Context: an optimization exercise on an open-source flow, tuned for small area, a short achievable clock period and few clock cycles. The choices shown serve that exercise and are no tape-out recipe. Where RTL was checked, it was by simulation tests only, not by an equivalence proof against the original. Function not checked in runs 1 and 2: the RTL went through the layout flow alone.

==> flow/design.v <==
module pfx_add15 (
  input  [14:0] a, b,
  input         cin,
  output [14:0] s,
  output        cout
);
  wire [15:0] g0 = {a & b, cin};
  wire [15:0] p0 = {a ^ b, 1'b0};
  wire [15:0] g1, p1, g2, p2, g3, p3, g4, p4;
  genvar i;
  generate
    for (i = 0; i < 16; i = i + 1) begin : l1
      if (i & 1) begin
        assign g1[i] = g0[i] | (p0[i] & g0[i-1]);
        assign p1[i] = p0[i] & p0[i-1];
      end else begin
        assign g1[i] = g0[i];
        assign p1[i] = p0[i];
      end
    end
    for (i = 0; i < 16; i = i + 1) begin : l2
      if (i & 2) begin
        assign g2[i] = g1[i] | (p1[i] & g1[(i & ~3) + 1]);
        assign p2[i] = p1[i] & p1[(i & ~3) + 1];
      end else begin
        assign g2[i] = g1[i];
        assign p2[i] = p1[i];
      end
    end
    for (i = 0; i < 16; i = i + 1) begin : l3
      if (i & 4) begin
        assign g3[i] = g2[i] | (p2[i] & g2[(i & ~7) + 3]);
        assign p3[i] = p2[i] & p2[(i & ~7) + 3];
      end else begin
        assign g3[i] = g2[i];
        assign p3[i] = p2[i];
      end
    end
    for (i = 0; i < 16; i = i + 1) begin : l4
      if (i & 8) begin
        assign g4[i] = g3[i] | (p3[i] & g3[7]);
        assign p4[i] = p3[i] & p3[7];
      end else begin
        assign g4[i] = g3[i];
        assign p4[i] = p3[i];
      end
    end
  endgenerate
  assign s    = p0[15:1] ^ g4[14:0];
  assign cout = g4[15];
endmodule
module wadd (
  input  [15:0] a, b,
  input         cin,
  output [15:0] r
);
  wire [14:0] lo;
  wire        c15;
  pfx_add15 u (.a(a[14:0]), .b(b[14:0]), .cin(cin), .s(lo), .cout(c15));
  assign r = {(a[15] == b[15]) ? a[15] : ~c15, lo};
endmodule
module wadd3 (
  input  [15:0] y, t0, t1, t2, e0,
  input         cin0, cin1, cin2,
  input         three,
  output [15:0] r
);
  wire [14:0] L = y[14:0];
  wire [14:0] a = t0[14:0], b = t1[14:0], c = t2[14:0];
  wire [14:0] s1 = L ^ a ^ b;
  wire [15:0] k1 = {(L & a) | (L & b) | (a & b), cin0};
  wire [14:0] s2 = s1 ^ k1[14:0] ^ c;
  wire [15:0] k2 = {(s1 & k1[14:0]) | (s1 & c) | (k1[14:0] & c), cin1};
  wire [14:0] lo;
  wire        cpa_c;
  pfx_add15 u (.a(three ? s2 : L), .b(three ? k2[14:0] : e0[14:0]),
               .cin(three ? cin2 : cin0), .s(lo), .cout(cpa_c));
  wire [14:0] u0s, u1s;
  wire        c0, co2;
  pfx_add15 u0 (.a(L), .b(a), .cin(cin0), .s(u0s), .cout(c0));
  pfx_add15 u1 (.a(s1), .b(k1[14:0]), .cin(cin1), .s(u1s), .cout(co2));
  wire c1 = k1[15] ^ co2 ^ c0;
  wire c2 = k2[15] ^ cpa_c ^ co2;
  wire S1 = (y[15] == t0[15]) ? y[15] : ~c0;
  wire S2 = (S1 == t1[15]) ? S1 : ~c1;
  wire S3 = (S2 == t2[15]) ? S2 : ~c2;
  wire E1 = (y[15] == e0[15]) ? y[15] : ~cpa_c;
  assign r = {three ? S3 : E1, lo};
endmodule
module recon_top_level #(parameter WIDTH = 15)(
  input  [WIDTH:0] Xo, Zo, Yo,
  input            clk,
  input            ext_reset,
  input  [1:0]     sel,
  output [WIDTH:0] mac_out,
  output [WIDTH:0] f,
  input            af_en,
  output           complete
);
  reg [15:0] X, Y, Z, M;
  reg [3:0]  cnt;
  reg        mac, hyp, pre1, pre2, dv;
  reg        three;            
  reg        last;             
  reg        s0, s1, af;       
  reg        done;
  assign mac_out  = M;
  assign f        = Z;
  assign complete = done;
  function [15:0] divop(input [15:0] w);
    divop = {w[15], w[14:0] >> 2};
  endfunction
  wire dy0 = mac ? Z[0] : dv ? ~Y[15] : Z[15];
  wire dy1 = three & Z[1];
  wire dy2 = three & Z[2];
  wire [31:0] xsx = {{16{X[15]}}, X} >> cnt;
  wire [31:0] ysx = {{16{Y[15]}}, Y} >> cnt;
  wire [15:0] xs = hyp ? xsx[15:0] : X;
  wire [15:0] ys = ysx[15:0];
  wire [15:0] e0 = xs ^ {16{dy0}};
  wire [15:0] t0 = X ^ {16{dy0}};
  wire [15:0] t1 = three ? ({X[15], X[15:1]} ^ {16{dy1}}) : 16'h0000;
  wire [15:0] t2 = three ? ({{2{X[15]}}, X[15:2]} ^ {16{dy2}}) : 16'h0000;
  wire [15:0] y_n;
  wadd3 yadd (.y(Y), .t0(t0), .t1(t1), .t2(t2), .e0(e0), .cin0(dy0),
              .cin1(dy1), .cin2(dy2), .three(three), .r(y_n));
  wire dx = hyp & Z[15];
  wire [15:0] x_n;
  wadd xadd (.a(X), .b(ys ^ {16{dx}}), .cin(dx), .r(x_n));
  reg [15:0] rz;
  always @*
    case (cnt)
      4'd1:  rz = 16'h0232;
      4'd2:  rz = 16'h0106;
      4'd3:  rz = 16'h0081;
      4'd4:  rz = 16'h0040;
      4'd5:  rz = 16'h0020;
      4'd6:  rz = 16'h0010;
      4'd7:  rz = 16'h0008;
      4'd8:  rz = 16'h0004;
      4'd9:  rz = 16'h0002;
      default: rz = 16'h0001;
    endcase
  wire [15:0] z_n;
  wadd zadd (.a(Z), .b(Z[15] ? rz : ~rz), .cin(~Z[15]), .r(z_n));
  wire       zin = Zo[15:11] == 5'b00000 || Zo[15:11] == 5'b11111;
  wire [9:0] dvec = zin ? {~Zo[2], ~Zo[3], ~Zo[4], ~Zo[5], ~Zo[6], ~Zo[7],
                           ~Zo[8], ~Zo[9], ~Zo[10], Zo[11]}
                        : {10{Zo[15]}};
  wire q = ~Y[15];
  wire go_exp = !s1 && af;
  wire [15:0] zmac = (s1 && !s0 && y_n[15]) ? 16'h0000 : y_n;
  always @(posedge clk) begin
    if (ext_reset) begin
      X     <= Xo;
      Y     <= Yo;
      Z     <= {6'b000000, dvec};
      s0    <= sel[0];
      s1    <= sel[1];
      af    <= af_en;
      cnt   <= 4'd0;
      mac   <= 1'b1;
      hyp   <= 1'b0;
      pre1  <= 1'b0;
      pre2  <= 1'b0;
      dv    <= 1'b0;
      three <= 1'b1;
      last  <= 1'b0;
      done  <= 1'b0;
    end else begin
      if (mac) begin
        Y     <= y_n;
        X     <= {{3{X[15]}}, X[15:3]};
        Z     <= {3'b000, Z[15:3]};
        cnt   <= cnt + 4'd3;
        three <= cnt != 4'd6;
        last  <= cnt == 4'd6;
        if (last) begin
          M     <= y_n;
          mac   <= 1'b0;
          three <= 1'b0;
          last  <= 1'b0;
          if (go_exp) begin
            X   <= 16'h04d4;
            Y   <= 16'h0000;
            Z   <= y_n;
            cnt <= 4'd1;
            hyp <= 1'b1;
          end else begin
            Z    <= s1 ? zmac : s0 ? 16'h07fe : 16'h0002;
            done <= 1'b1;
          end
        end
      end
      if (hyp) begin
        X    <= x_n;
        Y    <= y_n;
        Z    <= z_n;
        cnt  <= cnt + 4'd1;
        last <= cnt == 4'd9;
        if (last) begin
          cnt  <= 4'd0;
          hyp  <= 1'b0;
          last <= 1'b0;
          if (s0) begin
            X  <= divop(y_n);
            Y  <= divop(x_n);
            dv <= 1'b1;
          end else
            pre1 <= 1'b1;
        end
      end
      if (pre1) begin
        X    <= x_n;
        Y    <= 16'h0400;
        pre1 <= 1'b0;
        pre2 <= 1'b1;
      end
      if (pre2) begin
        X    <= divop(x_n);
        Y    <= divop(X);
        pre2 <= 1'b0;
        dv   <= 1'b1;
      end
      if (dv) begin
        Y    <= y_n;
        X    <= {X[15], X[15:1]};
        Z    <= {Z[14:0], q};
        cnt  <= cnt + 4'd1;
        last <= cnt == 4'd8;
        if (last) begin
          Z    <= {{5{~Z[8]}}, Z[7:0], q, 2'b10};
          dv   <= 1'b0;
          last <= 1'b0;
          done <= 1'b1;
        end
      end
    end
  end
endmodule
==> flow/run.sh <==
#!/bin/bash
# synth_recipe.tcl (not shown) runs the flow's synth.tcl, then flattens the netlist and writes it again
# the make line also repeats each setting of config.mk as NAME=value (left out here)
make -C /OpenROAD-flow-scripts/flow DESIGN_CONFIG=/design/flow/config.mk WORK_HOME=/design/flow/orfs CLKGATE_MAP_FILE= SYNTH_SCRIPT=/design/flow/synth_recipe.tcl finish
==> flow/config.mk <==
export PLATFORM = sky130hd
export DESIGN_NAME = recon_top_level
export DESIGN_NICKNAME = recon_top_level
export VERILOG_FILES = /design/flow/design.v
export SDC_FILE = /design/flow/constraint.sdc
export NUM_CORES = 4
export LEC_CHECK = 0
export CAP_MARGIN = 20
export CORE_MARGIN = 2
export CORE_UTILIZATION = 40
export SLEW_MARGIN = 20
==> flow/constraint.sdc <==
create_clock -name core_clock -period 8.5 [get_ports {clk}]
set_input_delay 1.7000 -clock core_clock [delete_from_list [all_inputs] [get_ports {clk}]]
set_output_delay 1.7000 -clock core_clock [all_outputs]
set_load 0.01 [all_outputs]
==> results of run 1 <==
[sequential cells by signal, summed over array words and instances (netlist names), 4 cells and up, named ones only]
register and flops:
Y 16, M 16, rz 10, X 16, cnt 4, Z 16
[worst paths after layout]
check / startpoint / end / slack [ns] / cells after the start
worst max register to register: dv / Z[4] / 2.08 / 21
worst min register to register: done / done / 0.48 / 2
worst max-delay path: dv / Z[4] / 2.08 / 21
worst min-delay path: done / done / 0.48 / 2
[kinds of logic (layout without fill, tap and decap cells)]
logic type                 after synthesis  after routing  synth area share
muxes                                   74             74            0.0877
and+or+nand+nor                        391            391             0.151
xor gates and xnor gates               110            110            0.0852
DFF                                     89             89             0.210
buffers and inverters                  197            220            0.0679
AOI/OAI and AO/OA                      411            411             0.237
adders and majority gates              124            124             0.162
[per-layer routing]
metal  global-route usage  up-vias
met4                0.125        0
met1                0.368     5281
met3               0.0558      104
met5                    0        -
met2                0.421      541
li1                     -     5076
[worst register-to-register path: stages, from the launching register on]
cell	delay (ns)
dfxtp_2	0.35
buf_4	0.32
and2_1	0.29
o31ai_4	0.78
buf_4	0.43
xor2_1	0.23
inv_1	0.09
fa_1	0.38
inv_1	0.11
fa_1	0.41
nand2_1	0.09
o21ai_0	0.11
ha_1	0.40
a21o_1	0.19
a21o_1	0.18
a21o_1	0.18
o21ai_0	0.57
nand3_1	0.34
nor3b_1	0.25
buf_4	0.18
o21ai_2	0.13
a31oi_1	0.13
[area by class of cell]
class,instances,area (µm²)
fillers,2807,15100
multi-input cells,1110,8260
flip-flops and latches,89,2400
repair buffers,108,1010
well taps,378,473
inverters,96,360
clock buffers,9,225
clock inverters,7,73.8
[cells in the final DEF (no fill, tap or decap), types with 34 or more instances in the layout]
master	n
nor2_1	114
clkdlybuf4s50_1	82
xnor2_1	72
nand2_1	154
mux2i_1	36
edfxtp_1	61
xor2_1	34
a21oi_1	102
ha_1	79
fa_1	40
inv_1	89
o21ai_0	97
==> results.toml, run 1 <==
[critical_path]
cpMaxStageDelayCell = "o31ai_4"
path_buf_inv = 5
critical-path-top-delay-family = "compound AO/OA/AOI/OAI gates"
worst_ep_required_time_ns = 8.58
worstPathCellList = "buf_4 > and2_1 > o31ai_4 > buf_4 > xor2_1 > inv_1 > fa_1 > inv_1 > fa_1 > nand2_1 > o21ai_0 > ha_1 > a21o_1 > a21o_1 > a21o_1 > o21ai_0 > nand3_1 > nor3b_1 > buf_4 > o21ai_2 > a31oi_1"
cp-start-kind = "flip-flop"
cp_data_arrival_time_ns = 6.50
cp_max_fo = 54
critPathKind = "reg2reg"
timing.critical_path.to_type = "flip-flop"
max_stage_delay_ns = 0.78

[grt]
overflow = 0
antenna_found_initial = 0
grt_util_all_layers = 0.273
grt_pass1_wl_mm = 62.9
grt_pass1_vias = 10500
grt_max_degree = 69

[timing]
finalSetupViolations = 0
max-slew-margin-rel = 0.224
skew_ns = 0.00934
finalSetupTns_ns = 0
period_share = 0.755
worst_pin_slew_ns = 1.16
period_minus_slack_ns = 6.42
slew_violations = 0
max_freq_ghz = 0.156
timing.hold.ws_ns = 0.480
hold_violations = 0
rsz0062_at_grt = "false"
fin_ws_ns = 2.08

[detailed_routing]
routed.top_layer = "met4"
via_per_inst = 6.12
drc = 0
drt-pass1-iter-count = 6
via_count = 11000
met1_length_mm = 17.4
drt_iter0_markers = 1284
wl_met2_mm = 18.2
met3_length_mm = 3.76
wl_mm = 41.3
drtAntennaViolNets = 0
post_drt_wl_per_cell_um = 23.0

[synthesis]
synth.distinct_cells = 84
avgSynthCellArea_um2 = 8.16
async_flop_share = 0
yosysMostFrequentCell = "nand2_1"
synth_top_area_frac = 0.161
syn_inst = 1396
synth_area_um2 = 11400
synth-seq-cells = 89
synth_area_leaders = "edfxtp_1 (16%), ha_1 (8.7%), fa_1 (7.0%)"
synth_nets = 1568
yosys_warnings = 1
synthTopCellsByCount = "nand2_1 (154), nor2_1 (114), a21oi_1 (102)"
synth_edf_count = 61
synthFlopType = "edfxtp_1"
yosys.area.top_type = "edfxtp_1"
yosysSeqAreaShare = 0.210

[die]
ioPinCount = 86
die_y_um = 173
die-area_um2 = 29800
core_region_area_um2 = 27900
rows = 61
start_util = 0.408
die_x_um = 173

[layout]
drive_gt1_frac = 0.0733
final_util = 0.458
syn2layout_area_growth_pct = 12.4
postLayoutCellArea_um2 = 12800
final_cells = 1797
nets = 1586
antenna_cells = 0

[run]
maxCapViolCount = 0

[placement]
finalWeightedCongestion = 0.953
pre_cts_slack_ns = 2.23
port_buffers = 83
dpl.hpwl_mm = 31.3
dp.cells = 1781
place_area_um2 = 12500

[clocking]
postCtsSetupRepairBufs = 0
cts.sinks = 89
cts_tree = "built"
htreeDepth = 3
clk_latency_ns = 0.37
cts_made_buffers = 9
path_clk_slew_ns = 0.08
postCtsHoldBufs = 0
cts-root-buf = "clkbuf_16"
ctsResizeCount = 0
cts_max_path_buffers = 2

[hold_path]
hp-class = "reg2reg"

[run_status]
status = "no timing/DRC/antenna violations"
==> run 2, diff against run 1 <==
--- a/flow/config.mk
+++ b/flow/config.mk
@@ -8,4 +8,5 @@
 export CAP_MARGIN = 20
 export CORE_MARGIN = 2
 export CORE_UTILIZATION = 40
+export SETUP_SLACK_MARGIN = 3
 export SLEW_MARGIN = 20
==> results.toml, run 2 <==
[hold_path]
hp-class = "reg2reg"
hold_depth = 2

[synthesis]
synthFlopType = "edfxtp_1"
synthSimpleGateAreaFrac = 0.151
synth_top_family_by_area = "compound AO/OA/AOI/OAI gates"
synthTopCellsByCount = "nand2_1 (154), nor2_1 (114), a21oi_1 (102)"
synth.distinct_cells = 84
synth_edf_count = 61
synth_top_area_frac = 0.161
synth_area_leaders = "edfxtp_1 (16%), ha_1 (8.7%), fa_1 (7.0%)"
synthAdderAreaFrac = 0.162
synth-compound-area-share = 0.237
avgSynthCellArea_um2 = 8.16
async_flop_share = 0
yosysMostFrequentCell = "nand2_1"
yosys.area.top_type = "edfxtp_1"
syn_inst = 1396
synth_nets = 1568
synth.mux.area_fraction = 0.0877
yosys_warnings = 1
yosysSeqAreaShare = 0.210
synth-seq-cells = 89
synth_area_um2 = 11400
synth-xor-area-share = 0.0852

[clocking]
postCtsHoldBufs = 0
clk_latency_ns = 0.37
cts-root-buf = "clkbuf_16"
cts_made_buffers = 9
cts_tree = "built"
path_clk_slew_ns = 0.08
htreeDepth = 3
cts.sinks = 89
cts_max_path_buffers = 2

[critical_path]
critPathKind = "reg2reg"
worst_ep_required_time_ns = 8.58
worstRegToRegCells = 20
timing.critical_path.to_type = "flip-flop"
cp_max_fo = 16
rrSetupSlack_ns = 3.15
cp_data_arrival_time_ns = 5.44
cp-start-kind = "flip-flop"

[grt]
grt_pass1_vias = 10500
overflow = 0
antenna_found_initial = 0
grt_pass1_wl_mm = 63.5
grt_util_all_layers = 0.275
grt_max_degree = 69

[placement]
port_buffers = 83
finalWeightedCongestion = 0.953
dpl.hpwl_mm = 31.3
pre_cts_slack_ns = 2.23
place_area_um2 = 12500

[die]
rows = 61
core_region_area_um2 = 27900
die_y_um = 173
die-area_um2 = 29800
die_x_um = 173
ioPinCount = 86
start_util = 0.408

[run_status]
status = "no timing/DRC/antenna violations"

[layout]
final_common_cell = "nand2_1"
nets = 1602
final_cell_mix = "nand2_1 (154), nor2_1 (112), a21oi_1 (101), o21ai_0 (93), inv_1 (87)"
multiInputGateArea_um2 = 8410
drive_gt1_frac = 0.102
final-seq-area_um2 = 2400
fillers = 2764
final_util = 0.471
syn2layout_area_growth_pct = 15.6
postLayoutCellArea_um2 = 13200

[timing]
max_freq_ghz = 0.187
worst_pin_slew_ns = 1.29
hold_violations = 0
skew_ns = 0.00821
finalSetupViolations = 0
fin_ws_ns = 3.15
rsz0062_at_grt = "true"
period_share = 0.630
finalSetupTns_ns = 0
period_minus_slack_ns = 5.35
slew_violations = 0
max-slew-margin-rel = 0.132

[detailed_routing]
drt-pass1-iter-count = 5
drc = 0
drt_iter0_markers = 1367
post_drt_wl_per_cell_um = 23.3
via_count = 11200
drtAntennaViolNets = 0
via_per_inst = 6.16
wl_mm = 42.3

[run]
maxCapViolCount = 0
[run 2: cell counts after synthesis]
No cell type changed its count.
[run 2: cells by family (layout without fill, tap and decap cells)]
kind of cell | after synthesis | count (layout)
AOI/OAI and AO/OA | 411 | 411
and+or+nand+nor | 391 | 391
buffers and inverters | 197 | 235
xor gates and xnor gates | 110 | 110
DFF | 89 | 89
adders and majority gates | 124 | 125
muxes | 74 | 74
other | 0 | 1
[run 2: layout make-up]
class                   instances  area share
diodes                          1    0.000190
clock buffers                   9      0.0171
clock inverters                 7     0.00561
inverters                      96      0.0274
multi-input cells            1111       0.639
flip-flops and latches         89       0.183
well taps                     378      0.0359
repair buffers                123      0.0925
[run 2: worst max-delay path, cell delays in order, from the launching register on]
cell      delay, ns
dfxtp_4        0.36
buf_12         0.15
and2_1         0.19
o31ai_4        0.21
buf_12         0.18
buf_12         0.14
buf_6          0.22
xor2_1         0.21
inv_1          0.09
fa_1           0.53
inv_1          0.05
ha_1           0.18
a211oi_1       0.27
o211ai_1       0.20
and3_1         0.24
a211o_1        0.28
maj3_2         0.29
mux2_2         0.34
maj3_2         0.46
o21ai_2        0.32
a31oi_1        0.13
[run 2: through the flow]
step                      instances  hold WS, ns
final                          1814        0.481
after detailed placement       1781        0.472
after global placement         1781        0.461
after floorplan                1396        0.505
after CTS                      1802        0.494
after global routing           1813        0.527
[run 2: worst paths after layout]
path	start	end
setup reg to reg	dv	Z[4]
hold reg to reg	done	done
setup / recovery	dv	Z[4]
hold / removal	done	done
[run 2: timing repair]
action,4_1_cts,5_1_grt
setup buffers,4,9
endpoints found under the setup margin,46,36
pin swaps,2,9
cloned,1,2
resized for setup,19,28
[run 2: per-layer routing]
layer | wire length, µm | global-route usage | vias up
li1 | - | - | 5121
met1 | 17700 | 0.378 | 5381
met2 | 18800 | 0.427 | 570
met3 | 3920 | 0.0464 | 108
met4 | 1870 | 0.120 | 0
met5 | 0 | 0 | -
==> run 3, diff against run 2 <==
--- a/flow/design.v
+++ b/flow/design.v
@@ -101,6 +101,7 @@
   reg [3:0]  cnt;
   reg        mac, hyp, pre1, pre2, dv;
   reg        three;            
+  reg        dr;               
   reg        last;             
   reg        s0, s1, af;       
   reg        done;
@@ -110,7 +111,7 @@
   function [15:0] divop(input [15:0] w);
     divop = {w[15], w[14:0] >> 2};
   endfunction
-  wire dy0 = mac ? Z[0] : dv ? ~Y[15] : Z[15];
+  wire dy0 = dr;
   wire dy1 = three & Z[1];
   wire dy2 = three & Z[2];
   wire [31:0] xsx = {{16{X[15]}}, X} >> cnt;
@@ -124,7 +125,7 @@
   wire [15:0] y_n;
   wadd3 yadd (.y(Y), .t0(t0), .t1(t1), .t2(t2), .e0(e0), .cin0(dy0),
               .cin1(dy1), .cin2(dy2), .three(three), .r(y_n));
-  wire dx = hyp & Z[15];
+  wire dx = hyp & dr;
   wire [15:0] x_n;
   wadd xadd (.a(X), .b(ys ^ {16{dx}}), .cin(dx), .r(x_n));
   reg [15:0] rz;
@@ -155,6 +156,7 @@
       X     <= Xo;
       Y     <= Yo;
       Z     <= {6'b000000, dvec};
+      dr    <= dvec[0];
       s0    <= sel[0];
       s1    <= sel[1];
       af    <= af_en;
@@ -172,6 +174,7 @@
         Y     <= y_n;
         X     <= {{3{X[15]}}, X[15:3]};
         Z     <= {3'b000, Z[15:3]};
+        dr    <= Z[3];
         cnt   <= cnt + 4'd3;
         three <= cnt != 4'd6;
         last  <= cnt == 4'd6;
@@ -184,6 +187,7 @@
             X   <= 16'h04d4;
             Y   <= 16'h0000;
             Z   <= y_n;
+            dr  <= y_n[15];
             cnt <= 4'd1;
             hyp <= 1'b1;
           end else begin
@@ -196,29 +200,33 @@
         X    <= x_n;
         Y    <= y_n;
         Z    <= z_n;
+        dr   <= z_n[15];
         cnt  <= cnt + 4'd1;
         last <= cnt == 4'd9;
         if (last) begin
           cnt  <= 4'd0;
           hyp  <= 1'b0;
           last <= 1'b0;
-          if (s0) begin
-            X  <= divop(y_n);
-            Y  <= divop(x_n);
-            dv <= 1'b1;
-          end else
-            pre1 <= 1'b1;
+          pre1 <= 1'b1;
         end
       end
       if (pre1) begin
-        X    <= x_n;
-        Y    <= 16'h0400;
         pre1 <= 1'b0;
-        pre2 <= 1'b1;
+        if (s0) begin
+          X  <= divop(Y);
+          Y  <= divop(X);
+          dr <= ~X[15];
+          dv <= 1'b1;
+        end else begin
+          X    <= x_n;
+          Y    <= 16'h0400;
+          pre2 <= 1'b1;
+        end
       end
       if (pre2) begin
         X    <= divop(x_n);
         Y    <= divop(X);
+        dr   <= ~X[15];
         pre2 <= 1'b0;
         dv   <= 1'b1;
       end
@@ -226,6 +234,7 @@
         Y    <= y_n;
         X    <= {X[15], X[15:1]};
         Z    <= {Z[14:0], q};
+        dr   <= ~y_n[15];
         cnt  <= cnt + 4'd1;
         last <= cnt == 4'd8;
         if (last) begin
--- a/flow/config.mk
+++ b/flow/config.mk
@@ -8,5 +8,5 @@
 export CAP_MARGIN = 20
 export CORE_MARGIN = 2
 export CORE_UTILIZATION = 40
-export SETUP_SLACK_MARGIN = 3
+export SETUP_SLACK_MARGIN = 4
 export SLEW_MARGIN = 20
==> results.toml, run 3 <==
[run_status]
status = "no timing/DRC/antenna violations"

[synthesis]
yosys.area.top_type = "edfxtp_1"
avgSynthCellArea_um2 = 8.26
yosys_warnings = 1
async_flop_share = 0
synth-seq-cells = 90
syn_inst = 1334
synth_top_area_frac = 0.166
synth_area_leaders = "edfxtp_1 (17%), ha_1 (9.0%), fa_1 (7.3%)"
synthTopCellsByCount = "nand2_1 (156), nor2_1 (100), o21ai_0 (100)"
synth_area_um2 = 11000
synthFlopType = "edfxtp_1"
synth_nets = 1506
synth_edf_count = 61
yosysMostFrequentCell = "nand2_1"
synth.distinct_cells = 70
yosysSeqAreaShare = 0.219

[critical_path]
timing.critical_path.to_type = "flip-flop"
critical-path-top-delay-family = "adder cells"
critPathKind = "reg2reg"
worst_ep_required_time_ns = 8.61
path_depth = 20
max_stage_delay_ns = 0.52
cpMaxStageDelayCell = "edfxtp_1"
worstRegToRegCells = 20
cp-start-kind = "flip-flop"
path_buf_inv = 5
cp_max_fo = 5
crit_top_cell = "o21a_1"
worstPathCellList = "buf_4 > buf_6 > xor2_1 > and2_1 > fa_1 > inv_1 > fa_1 > a21oi_1 > ha_1 > o21a_1 > o31ai_2 > buf_4 > a21oi_4 > buf_6 > o21a_1 > o21a_1 > o21a_1 > nor2_4 > xnor2_4 > a221o_1"
cp_data_arrival_time_ns = 4.88

[die]
rows = 60
core_region_area_um2 = 27000
die-area_um2 = 28900
start_util = 0.408
ioPinCount = 86
die_x_um = 170
die_y_um = 170

[hold_path]
hp-class = "reg2reg"
hold_depth = 2

[timing]
slew_violations = 0
max_freq_ghz = 0.209
finalSetupTns_ns = 0
fin_ws_ns = 3.72
finalSetupViolations = 0
skew_ns = 0.00843
max-slew-margin-rel = 0.344
period_minus_slack_ns = 4.78
worst_pin_slew_ns = 0.976
period_share = 0.562
hold_violations = 0
rsz0062_at_grt = "true"

[placement]
pre_cts_slack_ns = 2.30
port_buffers = 83
finalWeightedCongestion = 0.928
dpl.hpwl_mm = 27.7

[grt]
use_met2 = 0.456
grt_pass1_vias = 10300
grt-busiest-layer = "met2"
grt_util_met1 = 0.333
grt_util_all_layers = 0.263
antenna_found_initial = 0
grt_max_degree = 73
overflow = 0
grt_pass1_wl_mm = 59.0
use_met3 = 0.0391

[clocking]
cts-root-buf = "clkbuf_16"
cts_tree = "built"
cts_made_buffers = 9
clk_latency_ns = 0.36
htreeDepth = 3
cts.sinks = 90
path_clk_slew_ns = 0.07
cts_max_path_buffers = 2

[detailed_routing]
wl_mm = 39.2
drc = 0
post_drt_wl_per_cell_um = 22.0
via_count = 10800
drt_iter0_markers = 1003
drtAntennaViolNets = 0
via_per_inst = 6.06
drt-pass1-iter-count = 5

[run]
maxCapViolCount = 0

[layout]
nets = 1610
syn2layout_area_growth_pct = 22.9
final_common_cell = "nand2_1"
antenna_cells = 0
fillers = 2555
final_cell_mix = "nand2_1 (155), nor2_1 (97), o21ai_0 (88), buf_4 (85)"
drive_gt1_frac = 0.154
[run 3: cell type report]
type | count | area [µm²] | area share
clock buffers | 13 | 272 | 0.0201
flip-flops and latches | 90 | 2430 | 0.179
multi-input cells | 1058 | 8240 | 0.609
inverters | 92 | 370 | 0.0274
clock inverters | 3 | 20.0 | 0.00148
well taps | 341 | 427 | 0.0315
repair buffers | 187 | 1780 | 0.132
[run 3: metrics by stage]
step | hold WS [ns] | cell area [µm²] | utilization | std cells
floorplan | 0.503 | 11100 | - | 1334
global placement | 0.461 | 12100 | 0.447 | 1684
detailed placement | 0.476 | 12100 | 0.447 | 1684
CTS | 0.497 | 12900 | 0.476 | 1740
global route | 0.535 | 13500 | 0.501 | 1784
finish | 0.494 | 13500 | 0.501 | 1784
[run 3: worst register-to-register path: stages, from the launching register on]
cell,delay [ns]
edfxtp_1,0.52
buf_4,0.20
buf_6,0.13
xor2_1,0.13
and2_1,0.18
fa_1,0.51
inv_1,0.06
fa_1,0.48
a21oi_1,0.07
ha_1,0.36
o21a_1,0.22
o31ai_2,0.05
buf_4,0.17
a21oi_4,0.08
buf_6,0.13
o21a_1,0.18
o21a_1,0.20
o21a_1,0.21
nor2_4,0.18
xnor2_4,0.13
a221o_1,0.34
[run 3: kinds of logic after synthesis]
kind of cell / Yosys count / share of synthesized area
xor+xnor: 116 / 0.0922
buf+inv: 186 / 0.0638
compound gates: 375 / 0.221
fa+ha+maj: 120 / 0.163
simple gates: 377 / 0.154
flops: 90 / 0.219
mux: 70 / 0.0867
[run 3: routing by layer]
layer  part of all wire  vias to the layer above
met5                  0                        -
met4              0.032                        0
met3              0.070                       71
met2               0.49                      515
met1               0.41                     5240
li1                   -                     4988
[run 3: final timing paths]
path	startpoint	slack, ns	to
hold / removal	done	0.49	done
setup reg to reg	Z[1]	3.72	Y[10]
setup / recovery	Z[1]	3.72	Y[10]
hold reg to reg	done	0.49	done
[run 3: timing repair]
item                                    in CTS  in global routing
endpoints found under the setup margin      54                 40
gates resized for setup                     42                 63
endpoints found under the hold margin        0                  0
pin swaps                                   12                 36
cloned                                       1                  4
buffers inserted                            39                 40
hold buffers                                 0                  0
Testbench counts of run 3, summed over its fixed seeds: cycles 24,542.
==> run 4, diff against run 3 <==
--- a/flow/design.v
+++ b/flow/design.v
@@ -102,11 +102,12 @@
   reg        mac, hyp, pre1, pre2, dv;
   reg        three;            
   reg        dr;               
+  reg        zfirst;           
   reg        last;             
   reg        s0, s1, af;       
   reg        done;
   assign mac_out  = M;
-  assign f        = Z;
+  assign f        = s1 ? ((s0 || !M[15]) ? M : 16'h0000) : Z;
   assign complete = done;
   function [15:0] divop(input [15:0] w);
     divop = {w[15], w[14:0] >> 2};
@@ -143,14 +144,13 @@
       default: rz = 16'h0001;
     endcase
   wire [15:0] z_n;
-  wadd zadd (.a(Z), .b(Z[15] ? rz : ~rz), .cin(~Z[15]), .r(z_n));
+  wadd zadd (.a(zfirst ? M : Z), .b(dr ? rz : ~rz), .cin(~dr), .r(z_n));
   wire       zin = Zo[15:11] == 5'b00000 || Zo[15:11] == 5'b11111;
   wire [9:0] dvec = zin ? {~Zo[2], ~Zo[3], ~Zo[4], ~Zo[5], ~Zo[6], ~Zo[7],
                            ~Zo[8], ~Zo[9], ~Zo[10], Zo[11]}
                         : {10{Zo[15]}};
   wire q = ~Y[15];
   wire go_exp = !s1 && af;
-  wire [15:0] zmac = (s1 && !s0 && y_n[15]) ? 16'h0000 : y_n;
   always @(posedge clk) begin
     if (ext_reset) begin
       X     <= Xo;
@@ -186,12 +186,12 @@
           if (go_exp) begin
             X   <= 16'h04d4;
             Y   <= 16'h0000;
-            Z   <= y_n;
             dr  <= y_n[15];
+            zfirst <= 1'b1;
             cnt <= 4'd1;
             hyp <= 1'b1;
           end else begin
-            Z    <= s1 ? zmac : s0 ? 16'h07fe : 16'h0002;
+            Z    <= s0 ? 16'h07fe : 16'h0002;
             done <= 1'b1;
           end
         end
@@ -201,6 +201,7 @@
         Y    <= y_n;
         Z    <= z_n;
         dr   <= z_n[15];
+        zfirst <= 1'b0;
         cnt  <= cnt + 4'd1;
         last <= cnt == 4'd9;
         if (last) begin
==> results.toml, run 4 <==
[layout]
final_common_cell = "nand2_1"
final_util = 0.487
final_cell_mix = "nand2_1 (153), o21ai_0 (127), a21oi_1 (105), nor2_1 (101), inv_1 (100)"
nets = 1659
drive_gt1_frac = 0.127
syn2layout_area_growth_pct = 19.3
antenna_cells = 0

[synthesis]
synth_area_um2 = 11400
synth.distinct_cells = 72
avgSynthCellArea_um2 = 8.09
synth-seq-cells = 91
synth_top_area_frac = 0.164
synth_nets = 1578
synthTopCellsByCount = "nand2_1 (153), o21ai_0 (134), a21oi_1 (112)"
synthFlopType = "edfxtp_1"
yosys_warnings = 1
async_flop_share = 0
yosysMostFrequentCell = "nand2_1"
synth_area_leaders = "edfxtp_1 (16%), ha_1 (8.7%), fa_1 (7.0%)"
syn_inst = 1406
yosysSeqAreaShare = 0.215
synth_edf_count = 62
yosys.area.top_type = "edfxtp_1"

[grt]
grt_pass1_wl_mm = 59.8
antenna_found_initial = 0
grt_max_degree = 67
overflow = 0
grt_pass1_vias = 10200
grt_util_all_layers = 0.257

[clocking]
htreeDepth = 3
clk_latency_ns = 0.37
postCtsHoldBufs = 0
cts_made_buffers = 9
cts-root-buf = "clkbuf_16"
cts_max_path_buffers = 2
cts_tree = "built"
path_clk_slew_ns = 0.08
cts.sinks = 91

[critical_path]
cp-start-kind = "flip-flop"
cp_max_fo = 4
cp_data_arrival_time_ns = 4.79
worstRegToRegCells = 21
reg2reg_from = "Z[1]"
max_stage_delay_ns = 0.53
critPathKind = "reg2reg"
worstPathCellList = "buf_12 > xor2_1 > nand2_1 > fa_1 > inv_2 > fa_1 > nand2_1 > o21ai_2 > fa_2 > a21o_1 > a21o_1 > buf_4 > a211o_1 > nand3_2 > a31oi_4 > xnor2_2 > o22ai_1 > o211ai_1 > buf_4 > a31o_2 > a32oi_1"
timing.critical_path.to_type = "flip-flop"
worst_ep_required_time_ns = 8.77
r2r_end = "dr"
rrSetupSlack_ns = 3.98
cpMaxStageDelayCell = "fa_1"

[die]
start_util = 0.408
die_y_um = 173
core_region_area_um2 = 27900
die-area_um2 = 29800
die_x_um = 173
rows = 61
ioPinCount = 86

[timing]
finalSetupViolations = 0
skew_ns = 0.0171
hold_violations = 0
finalSetupTns_ns = 0
max-slew-margin-rel = 0.308
period_minus_slack_ns = 4.52
slew_violations = 0
max_freq_ghz = 0.221
period_share = 0.532
worst_pin_slew_ns = 1.03
rsz0062_at_grt = "true"

[detailed_routing]
drtAntennaViolNets = 0
drc = 0
wl_mm = 39.6
post_drt_wl_per_cell_um = 21.2
drt_iter0_markers = 1105
via_count = 10900
drt-pass1-iter-count = 6
via_per_inst = 5.85

[hold_path]
hp-class = "reg2reg"
hold_depth = 2
whs_endpoint = "done"
min_from = "done"

[run_status]
status = "no timing/DRC/antenna violations"

[placement]
dpl.hpwl_mm = 28.0
finalWeightedCongestion = 0.903
port_buffers = 83

[run]
maxCapViolCount = 0
run 4: worst max-delay path by stage:
stage	startpoint	endpoint	slack, ns	cells after the start
final	Z[1]	dr	3.98	21
after global routing	Z[1]	Y[8]	3.77	20
after detailed placement	cnt[0]	Y[8]	3.34	22
after floorplan	dr	Y[8]	3.98	19
after CTS	Z[1]	Y[8]	4.00	20
after global placement	cnt[0]	Y[8]	3.41	22
run 4: cell type report:
type,count,area (µm²)
inverters,106,405
fillers,2722,14300
multi-input cells,1104,8260
repair inverters,1,7.51
clock inverters,7,71.3
well taps,378,473
flip-flops and latches,91,2460
repair buffers,174,1660
clock buffers,9,225
run 4: per-layer routing:
layer  vias to the layer above  track usage  wire (µm)
met4                         0       0.0637       1230
met5                         -            0          0
met3                       106       0.0438       3370
met2                       534        0.392      17100
met1                      5169        0.375      17900
li1                       5131            -          -
run 4: critical path, delay by kind of cell (launching register included):
kind / cells / cell delay (ns)
AOI/OAI and AO/OA: 9 / 1.51
adders and majority gates: 3 / 1.32
buffers and inverters: 4 / 0.54
DFF: 1 / 0.43
xor gates and xnor gates: 2 / 0.32
and+or+nand+nor: 3 / 0.30
run 4: stage by stage:
step                      cells  hold WS, ns  setup slack [ns]  instance area, µm²
after global placement     1779        0.458              3.41               12400
after CTS                  1832        0.483              4.00               13100
after global routing       1870        0.536              3.77               13600
after floorplan            1406        0.465              3.98               11400
after detailed placement   1779        0.465              3.34               12400
final                      1870        0.475              3.98               13600
run 4: cell families (layout without fill, tap and decap cells):
family	count (synthesis)	after routing	synth area share
buffers and inverters	211	297	0.0701
multiplexers	81	81	0.0945
flip-flops	91	91	0.215
adder cells (fa/ha/maj)	122	122	0.160
AND/OR/NAND/NOR	355	355	0.136
XOR/XNOR	117	117	0.0901
AO/OA/AOI/OAI	429	429	0.234
run 4: what timing repair did:
| item | 4_1_cts | 5_1_grt |
|---|---|---|
| pin swaps | 10 | 16 |
| cloned | 2 | 4 |
| setup endpoints to repair | 37 | 17 |
| buffers inserted | 35 | 34 |
| gates resized for setup | 32 | 23 |
Testbench counts of run 4, summed over its fixed seeds: cycles 24,542.
==> run 5, diff against run 4 <==
--- a/flow/design.v
+++ b/flow/design.v
@@ -149,18 +149,20 @@
   wire [9:0] dvec = zin ? {~Zo[2], ~Zo[3], ~Zo[4], ~Zo[5], ~Zo[6], ~Zo[7],
                            ~Zo[8], ~Zo[9], ~Zo[10], Zo[11]}
                         : {10{Zo[15]}};
+  wire [15:0] st_y;
+  wadd sadd (.a(Yo), .b(Xo ^ {16{dvec[0]}}), .cin(dvec[0]), .r(st_y));
   wire q = ~Y[15];
   wire go_exp = !s1 && af;
   always @(posedge clk) begin
     if (ext_reset) begin
-      X     <= Xo;
-      Y     <= Yo;
-      Z     <= {6'b000000, dvec};
-      dr    <= dvec[0];
+      X     <= {Xo[15], Xo[15:1]};
+      Y     <= st_y;
+      Z     <= {7'b0000000, dvec[9:1]};
+      dr    <= dvec[1];
       s0    <= sel[0];
       s1    <= sel[1];
       af    <= af_en;
-      cnt   <= 4'd0;
+      cnt   <= 4'd1;
       mac   <= 1'b1;
       hyp   <= 1'b0;
       pre1  <= 1'b0;
@@ -176,8 +178,7 @@
         Z     <= {3'b000, Z[15:3]};
         dr    <= Z[3];
         cnt   <= cnt + 4'd3;
-        three <= cnt != 4'd6;
-        last  <= cnt == 4'd6;
+        last  <= cnt == 4'd4;
         if (last) begin
           M     <= y_n;
           mac   <= 1'b0;
--- a/flow/config.mk
+++ b/flow/config.mk
@@ -5,6 +5,7 @@
 export SDC_FILE = /design/flow/constraint.sdc
 export NUM_CORES = 4
 export LEC_CHECK = 0
+export ABC_AREA = 1
 export CAP_MARGIN = 20
 export CORE_MARGIN = 2
 export CORE_UTILIZATION = 40
==> results.toml, run 5 <==
[run_status]
status = "no timing/DRC/antenna violations"

[clocking]
clk_latency_ns = 0.37
htreeDepth = 3
cts_made_buffers = 9
path_clk_slew_ns = 0.08
cts.sinks = 91
postCtsHoldBufs = 0
cts_tree = "built"
cts_max_path_buffers = 2
cts-root-buf = "clkbuf_16"

[layout]
final_cell_mix = "nand2_1 (368), inv_1 (195), o21ai_0 (174), a21oi_1 (120), nor2_1 (100)"
antenna_cells = 0
final_cells = 2189
nets = 1988
final_common_cell = "nand2_1"
drive_gt1_frac = 0.117
final_util = 0.492
syn2layout_area_growth_pct = 21.0

[die]
ioPinCount = 86
die_y_um = 175
die_x_um = 175
die-area_um2 = 30600
start_util = 0.407
rows = 62
core_region_area_um2 = 28700

[critical_path]
cp-start-kind = "flip-flop"
cp_max_fo = 22
worst_ep_required_time_ns = 8.74
crit_top_cell = "nand2_2"
max_stage_delay_ns = 0.79
critPathKind = "reg2reg"
cpMaxStageDelayCell = "nor2_1"
cp_data_arrival_time_ns = 4.69
worstPathCellList = "buf_12 > inv_6 > nor2_1 > inv_1 > nand3_1 > o21ai_0 > inv_1 > fa_1 > nand3_2 > nand3_2 > inv_2 > o21ai_4 > a31o_4 > nand2_1 > nand2_2 > nand2_1 > nand2_2 > nand2_2 > nand2_2 > nand2_2 > nand2_4 > xor2_4 > nand2_1 > nand2_1"
timing.critical_path.to_type = "flip-flop"

[timing]
rsz0062_at_grt = "true"
hold_violations = 0
slew_violations = 0
finalSetupTns_ns = 0
period_minus_slack_ns = 4.45
max-slew-margin-rel = 0.282
period_share = 0.524
max_freq_ghz = 0.225
skew_ns = 0.0167
finalSetupViolations = 0
timing.hold.ws_ns = 0.530
worst_pin_slew_ns = 1.07

[synthesis]
yosys.area.top_type = "edfxtp_1"
synth_area_um2 = 11700
synth_nets = 1892
yosys_warnings = 1
yosysMostFrequentCell = "nand2_1"
synth_top_area_frac = 0.157
async_flop_share = 0
syn_inst = 1704
synthTopCellsByCount = "nand2_1 (387), inv_1 (202), o21ai_0 (202)"
synth-seq-cells = 91
synth_area_leaders = "edfxtp_1 (16%), nand2_1 (12%), ha_1 (9.9%)"
synth_edf_count = 61
synth.distinct_cells = 56
synthFlopType = "edfxtp_1"
avgSynthCellArea_um2 = 6.85
yosysSeqAreaShare = 0.208

[detailed_routing]
via_per_inst = 5.76
drtAntennaViolNets = 0
post_drt_wl_per_cell_um = 21.0
wl_mm = 46.0
drt-pass1-iter-count = 6
via_count = 12600
drt_iter0_markers = 1376
drc = 0

[grt]
grt_util_all_layers = 0.292
grt_pass1_wl_mm = 68.3
grt_max_degree = 67
grt_pass1_vias = 11700
overflow = 0
antenna_found_initial = 0

[run]
maxCapViolCount = 0

[placement]
port_buffers = 83
dp.cells = 2104
finalWeightedCongestion = 1.02
dpl.hpwl_mm = 34.6

[hold_path]
hp-class = "reg2reg"
## run 5: final timing paths
check / startpoint / to / slack (ns) / cells past startpoint
worst min register to register: done / done / 0.53 / 2
worst max-delay path: dr / Y[14] / 4.05 / 24
worst max register to register: dr / Y[14] / 4.05 / 24
worst min-delay path: done / done / 0.53 / 2
## run 5: cells by family after synthesis
kind of cell | Yosys count | synth area share
AO/OA/AOI/OAI | 464 | 0.229
XOR/XNOR | 87 | 0.0653
adder cells (fa/ha/maj) | 135 | 0.172
buffers and inverters | 291 | 0.0977
flip-flops | 91 | 0.208
multiplexers | 4 | 0.00343
AND/OR/NAND/NOR | 632 | 0.224
## run 5: area by class of cell
cell class	instances	area, µm²
clock buffers	12	279
fillers	2935	14600
well taps	384	480
multi-input cells	1322	8460
repair buffers	165	1600
repair inverters	1	5.00
flip-flops and latches	91	2440
clock inverters	4	35.0
inverters	210	820
## run 5: layer usage
layer  vias up  GRT usage  part of all wire
met5         -          0                 0
met4         0     0.0948             0.034
met3       109     0.0559              0.10
met2       659      0.474              0.46
met1      5895      0.392              0.41
li1       5955          -                 -
## run 5: stage by stage
step           setup slack (ns)  cell area, µm²
2_1_floorplan              4.07           11700
3_3_place_gp               2.97           12700
3_5_place_dp               2.94           12700
4_1_cts                    4.00           13300
5_1_grt                    3.88           14100
6_report                   4.05           14100
## run 5: timing repair
action | in CTS | in global routing
pin swaps | 8 | 46
buffers inserted | 9 | 55
cloned | 2 | 3
resized for setup | 56 | 83
setup endpoints to repair | 20 | 18
## run 5: critical path: cells and delay by family, from the launching register on
kind | cells | cell delay, ns
adder cells (fa/ha/maj) | 1 | 0.25
XOR/XNOR | 1 | 0.28
flip-flops | 1 | 0.41
buffers and inverters | 5 | 0.81
AO/OA/AOI/OAI | 3 | 0.63
AND/OR/NAND/NOR | 14 | 1.92
Testbench counts of run 5, summed over its fixed seeds: cycles 22,142.
==> run 6, diff against run 5 <==
--- a/flow/design.v
+++ b/flow/design.v
@@ -172,6 +172,8 @@
       last  <= 1'b0;
       done  <= 1'b0;
     end else begin
+      X <= {{3{X[15]}}, X[15:3]};
+      Y <= y_n;
       if (mac) begin
         Y     <= y_n;
         X     <= {{3{X[15]}}, X[15:3]};
==> results.toml, run 6 <==
[run_status]
status = "no timing/DRC/antenna violations"

[clocking]
htreeDepth = 3
cts_max_path_buffers = 2
path_clk_slew_ns = 0.08
cts.sinks = 91
cts_tree = "built"
clk_latency_ns = 0.38
cts_made_buffers = 9
cts-root-buf = "clkbuf_16"

[placement]
finalWeightedCongestion = 1.01
port_buffers = 83
dpl.hpwl_mm = 34.0
place_area_um2 = 12600

[synthesis]
synth-seq-cells = 91
yosysMostFrequentCell = "nand2_1"
synthTopCellsByCount = "nand2_1 (408), inv_1 (210), o21ai_0 (165)"
synth_area_um2 = 11600
synth_area_leaders = "nand2_1 (13%), dfxtp_1 (11%), ha_1 (10%)"
synth_nets = 1930
avgSynthCellArea_um2 = 6.64
synth.distinct_cells = 62
yosysSeqAreaShare = 0.184
synth_edf_count = 30
yosys.area.top_type = "nand2_1"
synth_top_area_frac = 0.132
synthFlopType = "dfxtp_1"
yosys_warnings = 1
syn_inst = 1742
async_flop_share = 0

[timing]
max-slew-margin-rel = 0.446
hold_violations = 0
finalSetupTns_ns = 0
skew_ns = 0.0236
slew_violations = 0
period_minus_slack_ns = 4.27
finalSetupViolations = 0
max_freq_ghz = 0.234
period_share = 0.503
worst_pin_slew_ns = 0.828
rsz0062_at_grt = "false"

[die]
die-area_um2 = 30300
ioPinCount = 86
start_util = 0.405
die_x_um = 174
die_y_um = 174
rows = 62
core_region_area_um2 = 28500

[detailed_routing]
drt-pass1-iter-count = 5
via_per_inst = 5.65
via_count = 12400
drc = 0
wl_mm = 44.5
drtAntennaViolNets = 0
post_drt_wl_per_cell_um = 20.4
drt_iter0_markers = 1160

[critical_path]
worst_ep_required_time_ns = 8.74
timing.critical_path.to_type = "flip-flop"
rrSetupSlack_ns = 4.23
critPathKind = "reg2reg"
cp_max_fo = 21
cp-start-kind = "flip-flop"
cp_data_arrival_time_ns = 4.52

[layout]
final_cell_mix = "nand2_1 (403), inv_1 (207), o21ai_0 (160), a21oi_1 (120), ha_1 (90)"
antenna_cells = 0
final_util = 0.472
final_common_cell = "nand2_1"
fillers = 3073
drive_gt1_frac = 0.0859
nets = 1987
postLayoutCellArea_um2 = 13500
syn2layout_area_growth_pct = 16.5

[hold_path]
hp-class = "reg2reg"

[grt]
antenna_found_initial = 0
grt_pass1_vias = 11700
grt_pass1_wl_mm = 67.5
grt_util_all_layers = 0.290
grt_max_degree = 48
overflow = 0

[run]
maxCapViolCount = 0
## run 6: changes by cell type after synthesis, sizes merged, moves of 11 or more
cell and change:
dfxtp +31, edfxtp -31, o21ai +26, inv +20, nand2 +17, nor2 -13
nand3 -12, o211ai +11
## run 6: worst paths after layout
check        cells past startpoint    end  startpoint
max                             26  Y[14]       three
min                              2  Z[12]       Z[15]
max reg2reg                     26  Y[14]       three
min reg2reg                      2  Z[12]       Z[15]
## run 6: metal layers
layer	wire length (µm)	GRT usage
met1	18600	0.375
met2	21200	0.500
met3	3290	0.0365
met4	1390	0.0931
met5	0	0
## run 6: repair_timing
| action | CTS | global route |
|---|---|---|
| setup endpoints to repair | 26 | 28 |
| gates resized for setup | 26 | 41 |
| gates cloned | 4 | 1 |
| hold buffers | 0 | 0 |
| buffers inserted | 7 | 21 |
| pin swaps | 2 | 17 |
## run 6: area by class of cell
cell class | count | area [µm²] | share of cell area
Inverter | 229 | 896 | 0.0665
Timing Repair Buffer | 130 | 1280 | 0.0950
Clock buffer | 9 | 225 | 0.0167
Timing Repair inverter | 3 | 26.3 | 0.00195
Sequential cell | 91 | 2140 | 0.159
Multi-Input combinational cell | 1335 | 8330 | 0.618
Clock inverter | 7 | 93.8 | 0.00697
Tap cell | 384 | 480 | 0.0357
## run 6: logic make-up after synthesis
family	after synthesis	share of synthesized area
AO/OA/AOI/OAI	480	0.237
XOR/XNOR	91	0.0696
AND/OR/NAND/NOR	620	0.220
multiplexers	9	0.00779
buffers and inverters	316	0.108
adder cells (fa/ha/maj)	135	0.174
flip-flops	91	0.184
## run 6: through the flow
step,setup slack (ns),hold WS (ns),instances
after detailed placement,3.20,0.507,2139
after global placement,3.28,0.506,2139
after CTS,4.01,0.519,2166
after floorplan,4.11,0.475,1742
after global routing,3.96,0.555,2188
final,4.23,0.524,2188
## run 6: critical path, cell delays in order, from the launching register on
cell       delay, ns
dfxtp_4         0.36
buf_12          0.14
clkinv_16       0.08
nor2_4          0.04
buf_6           0.15
buf_4           0.14
nand2_1         0.04
o21ai_0         0.10
fa_1            0.54
inv_1           0.06
fa_1            0.47
o21ai_0         0.09
ha_1            0.34
nand2_1         0.08
inv_1           0.06
nand4_1         0.14
nand3_4         0.17
inv_2           0.05
o21bai_2        0.16
a21o_1          0.25
nand2_1         0.10
nand2_1         0.06
nand2_1         0.07
nand2_2         0.08
xor2_2          0.15
buf_4           0.15
o21ai_1         0.06
Testbench counts of run 6, summed over its fixed seeds: cycles 22,142.
==> run 7, diff against run 6 <==
--- a/flow/design.v
+++ b/flow/design.v
@@ -150,7 +150,7 @@
                            ~Zo[8], ~Zo[9], ~Zo[10], Zo[11]}
                         : {10{Zo[15]}};
   wire [15:0] st_y;
-  wadd sadd (.a(Yo), .b(Xo ^ {16{dvec[0]}}), .cin(dvec[0]), .r(st_y));
+  wadd sadd (.a(Yo), .b(Xo ^ {16{Zo[15]}}), .cin(Zo[15]), .r(st_y));
   wire q = ~Y[15];
   wire go_exp = !s1 && af;
   always @(posedge clk) begin
==> flow/flow/run.sh (new file) <==
#!/bin/bash
# The standard layout (standard.sh, unchanged synthesis and steps); the only
# difference: the input and output port buffers are buf_2 cells instead of the
# default pick (a delay buffer). Every tool's output goes to make.log here, and
# ORFS keeps each step's own log under orfs/logs/.
set -euo pipefail
export BUFFER_PORTS_ARGS="-buffer_cell sky130_fd_sc_hd__buf_2"
bash standard.sh > make.log 2>&1
==> flow/standard.sh (new file) <==
#!/bin/bash
# synth_recipe.tcl (not shown) runs the flow's synth.tcl, then flattens the netlist and writes it again
# the make line also repeats each setting of config.mk as NAME=value (left out here)
make -C /OpenROAD-flow-scripts/flow DESIGN_CONFIG=/design/flow/config.mk WORK_HOME=/design/flow/orfs CLKGATE_MAP_FILE= SYNTH_SCRIPT=/design/flow/synth_recipe.tcl "${@:-finish}"
removed: flow/run.sh
==> results.toml, run 7 <==
[timing]
timing.hold.ws_ns = 0.503
max-slew-margin-rel = 0.291
rsz0062_at_grt = "false"
period_minus_slack_ns = 4.34
worst_pin_slew_ns = 1.06
max_freq_ghz = 0.230
hold_violations = 0
skew_ns = 0.0127
finalSetupViolations = 0
slew_violations = 0
finalSetupTns_ns = 0
period_share = 0.511

[synthesis]
async_flop_share = 0
yosys_warnings = 1
synth_area_leaders = "nand2_1 (13%), dfxtp_1 (11%), ha_1 (10%)"
synth.distinct_cells = 56
syn_inst = 1733
yosysMostFrequentCell = "nand2_1"
avgSynthCellArea_um2 = 6.64
synth-seq-cells = 91
synthFlopType = "dfxtp_1"
synth_top_area_frac = 0.132
yosys.area.top_type = "nand2_1"
synthTopCellsByCount = "nand2_1 (405), inv_1 (217), o21ai_0 (210)"
synth_nets = 1921
synth_area_um2 = 11500
synth_edf_count = 30
yosysSeqAreaShare = 0.184

[detailed_routing]
drt_iter0_markers = 1307
post_drt_wl_per_cell_um = 20.7
via_count = 12500
wl_mm = 45.0
drtAntennaViolNets = 0
drt-pass1-iter-count = 6
drc = 0
via_per_inst = 5.74

[grt]
grt_pass1_wl_mm = 67.6
antenna_found_initial = 0
grt_util_all_layers = 0.290
overflow = 0
grt_pass1_vias = 11400
grt_max_degree = 65

[die]
rows = 62
core_region_area_um2 = 28500
start_util = 0.404
ioPinCount = 86
die-area_um2 = 30100
die_x_um = 174
die_y_um = 174

[run]
maxCapViolCount = 0

[critical_path]
cp_max_fo = 36
cp-start-kind = "flip-flop"
path_buf_inv = 3
max_stage_delay_ns = 0.50
critical-path-top-delay-family = "adder cells"
timing.critical_path.to_type = "flip-flop"
cpMaxStageDelayCell = "xor2_1"
critPathKind = "reg2reg"
worstPathCellList = "buf_12 > xor2_1 > fa_1 > inv_1 > fa_1 > o21ai_0 > ha_1 > nand3_1 > nand3_2 > nand4_1 > nand3_2 > a31o_2 > xor2_1 > nand2_1 > o211ai_1 > o21ai_0 > inv_1"
cp_data_arrival_time_ns = 4.66
worst_ep_required_time_ns = 8.82

[clocking]
cts_tree = "built"
cts_made_buffers = 9
path_clk_slew_ns = 0.08
cts.sinks = 91
postCtsHoldBufs = 0
clk_latency_ns = 0.37
htreeDepth = 3
cts-root-buf = "clkbuf_16"
cts_max_path_buffers = 2

[layout]
final_common_cell = "nand2_1"
antenna_cells = 0
nets = 1975
postLayoutCellArea_um2 = 13000
final-seq-area_um2 = 2140
syn2layout_area_growth_pct = 13.1
multiInputGateArea_um2 = 8290
final_cell_mix = "nand2_1 (403), inv_1 (211), o21ai_0 (197), nor2_1 (106), a21oi_1 (97)"
drive_gt1_frac = 0.127
fillers = 3003
final_util = 0.457

[run_status]
status = "no timing/DRC/antenna violations"

[placement]
port_buffers = 83
place_area_um2 = 12100
finalWeightedCongestion = 1.04
dpl.hpwl_mm = 34.1

[hold_path]
hp-class = "reg2reg"
[run 7: cell count changes in the layout (fill, tap and decap cells not counted), sizes merged, moves of 13 or more]
cell,change
o21ai,-19
buf,+82
a221oi,+14
a21oi,-21
clkdlybuf4s50,-81
nand3,+13
nor2,+18
[run 7: worst min-delay path, cell delays in order (launching register included)]
cell	delay, ns
dfxtp_1	0.34
nand2_1	0.07
a21oi_1	0.05
[run 7: kinds of logic after synthesis]
kind of cell,after synthesis,share of synthesized area
xor+xnor,90,0.0685
simple gates,647,0.231
flops,91,0.184
compound gates,450,0.229
fa+ha+maj,135,0.175
buf+inv,314,0.107
mux,6,0.00522
[run 7: area by class of cell]
class / count / share of cell area
Multi-Input combinational cell: 1328 / 0.637
Sequential cell: 91 / 0.165
Inverter: 226 / 0.0684
Timing Repair Buffer: 129 / 0.0679
Tap cell: 384 / 0.0369
Clock buffer: 9 / 0.0173
Clock inverter: 7 / 0.00644
Timing Repair inverter: 2 / 0.00144
[run 7: final timing paths]
path,from,end,slack [ns],cells after the start
worst max-delay path,dr,Y[9],4.16,17
worst min-delay path,mac,done,0.50,2
worst max register to register,dr,Y[9],4.16,17
worst min register to register,mac,done,0.50,2
[run 7: through the flow]
step / setup WS [ns] / cells
2_1_floorplan: 4.12 / 1733
4_1_cts: 4.03 / 2159
5_1_grt: 3.98 / 2176
3_3_place_gp: 2.89 / 2127
6_report: 4.16 / 2176
3_5_place_dp: 2.71 / 2127
[run 7: layer usage]
| metal | track usage | share of wire | vias to the layer above |
|---|---|---|---|
| met5 | 0 | 0 | - |
| met4 | 0.150 | 0.051 | 0 |
| met3 | 0.0428 | 0.076 | 110 |
| met2 | 0.455 | 0.44 | 586 |
| met1 | 0.390 | 0.43 | 5913 |
| li1 | - | - | 5892 |
[run 7: what timing repair did]
| item | in CTS | in global routing |
|---|---|---|
| endpoints found under the setup margin | 28 | 20 |
| pin swaps | 2 | 17 |
| endpoints found under the hold margin | 0 | 0 |
| gates resized for setup | 28 | 55 |
| buffers inserted | 14 | 15 |
| cloned | 2 | 2 |
Testbench counts of run 7, summed over its fixed seeds: cycles 22,142.
==> run 8, diff against run 7 <==
--- a/flow/design.v
+++ b/flow/design.v
@@ -129,20 +129,9 @@
   wire dx = hyp & dr;
   wire [15:0] x_n;
   wadd xadd (.a(X), .b(ys ^ {16{dx}}), .cin(dx), .r(x_n));
-  reg [15:0] rz;
-  always @*
-    case (cnt)
-      4'd1:  rz = 16'h0232;
-      4'd2:  rz = 16'h0106;
-      4'd3:  rz = 16'h0081;
-      4'd4:  rz = 16'h0040;
-      4'd5:  rz = 16'h0020;
-      4'd6:  rz = 16'h0010;
-      4'd7:  rz = 16'h0008;
-      4'd8:  rz = 16'h0004;
-      4'd9:  rz = 16'h0002;
-      default: rz = 16'h0001;
-    endcase
+  wire [15:0] rz = cnt == 4'd1 ? 16'h0232 :
+                   cnt == 4'd2 ? 16'h0106 :
+                   cnt == 4'd3 ? 16'h0081 : 16'h0400 >> cnt;
   wire [15:0] z_n;
   wadd zadd (.a(zfirst ? M : Z), .b(dr ? rz : ~rz), .cin(~dr), .r(z_n));
   wire       zin = Zo[15:11] == 5'b00000 || Zo[15:11] == 5'b11111;
==> results.toml, run 8 <==
[placement]
port_buffers = 83
pre_cts_slack_ns = 3.01
dpl.hpwl_mm = 33.5
finalWeightedCongestion = 0.948

[detailed_routing]
drtAntennaViolNets = 0
drt-pass1-iter-count = 6
via_per_inst = 5.75
drt_iter0_markers = 1341
wl_mm = 44.6
via_count = 12000
post_drt_wl_per_cell_um = 21.4
drc = 0

[run_status]
status = "no timing/DRC/antenna violations"

[synthesis]
synth_area_um2 = 11100
yosys.area.top_type = "nand2_1"
avgSynthCellArea_um2 = 6.68
synth_top_area_frac = 0.124
yosysMostFrequentCell = "nand2_1"
synth_area_leaders = "nand2_1 (12%), ha_1 (10%), o21ai_0 (9.7%)"
async_flop_share = 0
yosysSeqAreaShare = 0.174
synthTopCellsByCount = "nand2_1 (366), inv_1 (220), o21ai_0 (214)"
synth-seq-cells = 81
synth.distinct_cells = 58
synth_nets = 1846
yosys_warnings = 1
synthFlopType = "dfxtp_1"
syn_inst = 1658
synth_edf_count = 30

[layout]
drive_gt1_frac = 0.119
fillers = 2872
nets = 1895
final_common_cell = "nand2_1"
antenna_cells = 0
syn2layout_area_growth_pct = 12.6
final_cell_mix = "nand2_1 (363), inv_1 (217), o21ai_0 (194), a21oi_1 (111), ha_1 (92)"

[critical_path]
rrSetupSlack_ns = 4.15
timing.critical_path.to_type = "flip-flop"
critPathLaunch = "Z[1]"
worst_ep_required_time_ns = 8.72
r2r_end = "Y[8]"
reg2reg_from = "Z[1]"
worstRegToRegCells = 19
cp_data_arrival_time_ns = 4.57
critPathKind = "reg2reg"
cp_max_fo = 7
crit_path_end = "Y[8]"
cp-start-kind = "flip-flop"

[clocking]
cts-root-buf = "clkbuf_16"
cts_made_buffers = 9
cts_tree = "built"
htreeDepth = 3
postCtsHoldBufs = 0
cts.sinks = 81
cts_max_path_buffers = 2
clk_latency_ns = 0.37
path_clk_slew_ns = 0.07

[timing]
max-slew-margin-rel = 0.343
period_share = 0.511
fin_ws_ns = 4.15
period_minus_slack_ns = 4.35
hold_violations = 0
worst_pin_slew_ns = 0.986
finalSetupViolations = 0
finalSetupTns_ns = 0
rsz0062_at_grt = "true"
max_freq_ghz = 0.230
slew_violations = 0
skew_ns = 0.0160

[die]
die_x_um = 170
core_region_area_um2 = 27100
ioPinCount = 86
rows = 60
start_util = 0.409
die-area_um2 = 29000
die_y_um = 170

[grt]
antenna_found_initial = 0
grt_pass1_wl_mm = 67.5
grt_max_degree = 65
overflow = 0
grt_util_all_layers = 0.309
grt_pass1_vias = 11300

[hold_path]
hp-class = "reg2reg"

[run]
maxCapViolCount = 0
run 8: cell types whose count changed after synthesis, moves of 9 or more:
cell and change:
a21oi_1 +12, buf_2 -13, clkbuf_1 +9, dfxtp_1 -10
nand2_1 -39, nand3_1 -15, nor2_1 -26, o211ai_1 +12
run 8: what timing repair did:
action / CTS / global route
gates resized for setup: 23 / 57
setup endpoints to repair: 36 / 14
buffers inserted: 6 / 11
gates cloned: 2 / 0
hold endpoints to repair: 0 / 0
pin swaps: 1 / 22
run 8: routing by layer:
layer	part of all wire	track usage	up-vias
li1	-	-	5685
met1	0.41	0.400	5596
met2	0.46	0.505	593
met3	0.088	0.0556	111
met4	0.046	0.133	0
met5	0	0	-
run 8: final cells by class:
cell class                      instances  area [µm²]  area share
Multi-Input combinational cell       1265        8080       0.648
Sequential cell                        81        1940       0.155
Inverter                              229         880      0.0705
Timing Repair Buffer                  121         806      0.0646
Tap cell                              372         465      0.0373
Clock buffer                            9         225      0.0181
Clock inverter                          7        77.6     0.00622
run 8: worst max-delay path, stage by stage (launching register included):
cell and delay, ns:
edfxtp_1 0.38, buf_6 0.16, nor2_4 0.20, buf_6 0.17
nand2_1 0.07, o21ai_2 0.09, fa_1 0.46, inv_1 0.10
fa_1 0.41, o21ai_1 0.15, ha_1 0.28, nand2_1 0.08
nand2_1 0.05, a31o_2 0.24, nand2_2 0.08, nand3_4 0.11
fa_1 0.45, xor2_1 0.24, a221oi_2 0.39, a21oi_1 0.07
run 8: worst min-delay path by stage:
stage          startpoint  endpoint  cells after the start
5_1_grt              done      done                      2
2_1_floorplan         mac      done                      2
6_report            Z[15]     Z[12]                      2
4_1_cts             Z[15]     Z[12]                      2
3_5_place_dp        Z[15]     Z[12]                      2
3_3_place_gp        Z[15]     Z[12]                      2
run 8: cells by family (layout without fill, tap and decap cells):
logic type / after synthesis / after routing / share of synthesized area
and+or+nand+nor: 564 / 564 / 0.209
AOI/OAI and AO/OA: 468 / 468 / 0.248
DFF: 81 / 81 / 0.174
adders and majority gates: 135 / 135 / 0.182
xor gates and xnor gates: 89 / 89 / 0.0704
buffers and inverters: 312 / 366 / 0.110
muxes: 9 / 9 / 0.00813
run 8: stage by stage:
stage	cells	instance area (µm²)	utilization	hold slack, ns
floorplan	1658	11100	-	0.454
global placement	2049	11800	0.434	0.487
detailed placement	2049	11800	0.434	0.485
CTS	2073	12300	0.452	0.496
global route	2084	12500	0.460	0.535
finish	2084	12500	0.460	0.493
Testbench counts of run 8, summed over its fixed seeds: cycles 22,142.

afterwards: timing with drivers on the ports:
How much do the figures lean on ideal ports? The routed layouts below were timed once more, with nothing changed but the port constraints.
Step 1 sets driving cells, clkbuf_16 on the clock port and buf_2 on the other inputs (assumed; they add their load-dependent delay and slew).
Step 2 also shifts input and output timing later by t, the mid clock arrival at the registers, as if the neighbouring blocks saw the same clock.
Slacks: ideal ports / drivers / drivers and shift; pairs: ideal ports / drivers.
| run | shift t [ns] | setup slack, ns | hold slack, ns | latest minus earliest clock arrival (ns) | pins driven straight from the clock port |
|---|---|---|---|---|---|
| run 1 | 0.410 | 2.082 / 2.082 / 2.082 | 0.480 / 0.480 / 0.480 | 0.009 / 0.010 | 1 |
| run 2 | 0.410 | 3.148 / 3.148 / 3.148 | 0.481 / 0.481 / 0.481 | 0.009 / 0.009 | 1 |
| run 3 | 0.404 | 3.723 / 3.723 / 3.723 | 0.494 / 0.494 / 0.494 | 0.008 / 0.008 | 1 |
| run 4 | 0.403 | 3.981 / 3.981 / 3.981 | 0.475 / 0.475 / 0.475 | 0.017 / 0.017 | 1 |
| run 5 | 0.403 | 4.046 / 4.046 / 3.855 | 0.530 / 0.530 / 0.530 | 0.017 / 0.017 | 1 |
| run 6 | 0.416 | 4.225 / 4.186 / 3.864 | 0.524 / 0.524 / 0.524 | 0.023 / 0.024 | 1 |
| run 7 | 0.413 | 4.157 / 4.157 / 3.973 | 0.503 / 0.503 / 0.503 | 0.013 / 0.013 | 1 |
| run 8 | 0.410 | 4.154 / 4.154 / 3.892 | 0.493 / 0.493 / 0.493 | 0.016 / 0.016 | 1 |
After both steps every run listed still meets setup and hold. For run 6, which loses most, drivers alone change the setup slack by -0.039 ns; drivers and shift together by -0.361 ns.
